Context: an optimization exercise on an open-source flow, tuned for small area and a short achievable clock period. The choices shown serve that exercise and are no tape-out recipe.
Power and IR drop assume default switching activity.

== P ==
==> flow/design.v (excerpt) <==
module reciprocal_divider (
    input  clk,
    input  rst,
    input  [15:0] u,
    input  [15:0] v,
    output reg [15:0] q
);
    wire [16:0] hz;
    assign hz[16] = 1'b1;
    assign hz[15] = hz[16] & ~v[15];
    assign hz[14] = hz[15] & ~v[14];
    assign hz[13] = hz[14] & ~v[13];
    assign hz[12] = hz[13] & ~v[12];
    assign hz[11] = hz[12] & ~v[11];
    assign hz[10] = hz[11] & ~v[10];
    assign hz[9] = hz[10] & ~v[9];
    assign hz[8] = hz[9] & ~v[8];
    assign hz[7] = hz[8] & ~v[7];
    assign hz[6] = hz[7] & ~v[6];
    assign hz[5] = hz[6] & ~v[5];
    assign hz[4] = hz[5] & ~v[4];
    assign hz[3] = hz[4] & ~v[3];
    assign hz[2] = hz[3] & ~v[2];
    assign hz[1] = hz[2] & ~v[1];
    assign hz[0] = hz[1] & ~v[0];
    wire [15:0] nv = ~v;
    wire [15:0] qr;
    wire [0:0] r15_a, r15_t, r15_g, r15_c;
    assign r15_a = u[15];
    assign r15_t = r15_a ^ nv[0:0];
    assign r15_g = r15_a & nv[0:0];
    wire r15_G0_0 = r15_a[0] | nv[0];
    assign r15_c[0] = r15_G0_0;
    assign qr[15] = hz[1] & r15_c[0];
    wire [0:0] r15_d = ~r15_t;
  ...
Size: ~850 cells after synthesis, about 16 flip-flops, ~6400 sq um of cells after synthesis.
clock: 55.0 ns
lec_check: 0
abc_area: 1
cap_margin: 20
core_margin: 2
core_utilization: 70
slew_margin: 20
standard.sh (not shown) runs the stock make flow with config.mk's settings and CLKGATE_MAP_FILE= SYNTH_SCRIPT=/design/flow/synth_recipe.tcl, a recipe that flattens the netlist after the stock synthesis.
==> flow/flow/run.sh <==
#!/bin/bash
# Standard ORFS layout; the ports are buffered with the smallest buffer
# (buf_1) instead of the resizer's default choice.
set -euo pipefail
bash standard.sh "BUFFER_PORTS_ARGS=-buffer_cell sky130_fd_sc_hd__buf_1" finish > standard.log 2>&1
Edits applied to the flow inputs when going from P to Q:
==> flow/flow/run.sh <==
#!/bin/bash
# Standard ORFS layout, with repair_timing aiming for 20 ns of setup slack
# at the design's clock period and constraints.
set -euo pipefail
bash standard.sh SETUP_SLACK_MARGIN=20 finish > standard.log 2>&1
-- flow/config.mk --
<<< P, line 9
export CAP_MARGIN = 20
export CORE_MARGIN = 2
export CORE_UTILIZATION = 70
export SLEW_MARGIN = 20
>>> Q, line 9
export CAP_MARGIN = 20
export CORE_MARGIN = 2
export CORE_UTILIZATION = 40
export SLEW_MARGIN = 20
==> summary.txt <==
Q: global-route track usage on met3 2.2 points below P. Lower number of placed cells counting well taps among P and Q: P. Going from P to Q, worst hold slack across all endpoints grows by 0.33 ns. Against P, via count in Q rose by more than 10%. Against P as the reference, Q delivers a higher total placed instance area. Re post-synthesis xor/xnor area fraction: no difference whatsoever between Q and P. Of P and Q, the run reporting the higher non-clock buffer count was Q.
> inputs changed (Q -> R)
==> flow/flow/run.sh <==
#!/bin/bash
# Standard ORFS layout, with repair_timing aiming for 10 ns of setup slack
# at the design's clock period and constraints.
set -euo pipefail
bash standard.sh SETUP_SLACK_MARGIN=10 finish > standard.log 2>&1
[summary]
- Q → R: total routed wirelength down 26%, sequential share of cell area up 1.6 points, part of the total power dissipated in combinational logic down 6.7 points.
Function was not checked in any run of this note: the RTL went through the layout flow alone.


== the previous run ==
Starting RTL as in the previous note.
Settings: LEC_CHECK=0, ABC_AREA=1, CAP_MARGIN=20, CORE_MARGIN=2, CORE_UTILIZATION=70, SLEW_MARGIN=20; clock period 55.0 ns.
run.sh (not shown) runs the stock make flow with config.mk's settings and CLKGATE_MAP_FILE= SYNTH_SCRIPT=/design/flow/synth_recipe.tcl, a recipe that flattens the netlist after the stock synthesis.
Stock flow here: none of the scripts above is used.
The previous run did not stop at any stage, and its layout met the timing, DRC and antenna checks.
Modified inputs, the current run compared to the previous run
-- flow/config.mk --
<<< the previous run, line 10
export CORE_MARGIN = 2
export CORE_UTILIZATION = 70
export SLEW_MARGIN = 20
>>> the current run, line 10
export CORE_MARGIN = 2
export CORE_UTILIZATION = 40
export SLEW_MARGIN = 20
==> comparison <==
The current run finished every stage and its layout cleared the timing, DRC and antenna checks.
Going from the previous run to the current run, number of fill cells grew by more than 100%.
Die area up 72% in the current run wrt the previous run
Delta (the current run minus the previous run): met3 capacity usage during global routing went down 1.8 points, final standard cell area without fillers went up about 2.2%.
No run of this note included a check of the RTL's function; only the layout flow was run.

[afterwards: timing with drivers on the ports]
Ports are ideal in the flow. The routed layouts listed here were re-timed in OpenROAD. Step 1: set_driving_cell puts a clkbuf_16 on clk and a buf_2 on each other input, an assumption about the parent block. Step 2 also shifts input and output timing later by t, the mid clock arrival at the registers, as if the neighbouring blocks saw the same clock. a / b / c = ideal / step 1 / step 2; a / b = the first two.
run	shift t [ns]	setup WS [ns]	hold slack, ns	worst setup path after step 2	worst slew at a driven data input, ns
P	0.278	13.865 / 13.869 / 13.591	10.793 / 10.788 / 11.065	input to register	0.04
Q	0.280	19.524 / 19.532 / 19.252	11.125 / 11.120 / 11.400	input to register	0.04
R	0.276	13.790 / 13.797 / 13.521	11.146 / 11.138 / 11.414	input to register	0.04
the previous run	0.276	13.118 / 13.113 / 12.837	11.139 / 11.137 / 11.413	input to register	0.04
the current run	0.276	13.790 / 13.797 / 13.521	11.146 / 11.138 / 11.414	input to register	0.04
After both steps setup and hold are still met in every run listed. For the previous run, which loses most, drivers alone change the setup slack by -0.005 ns; drivers and shift together by -0.281 ns.
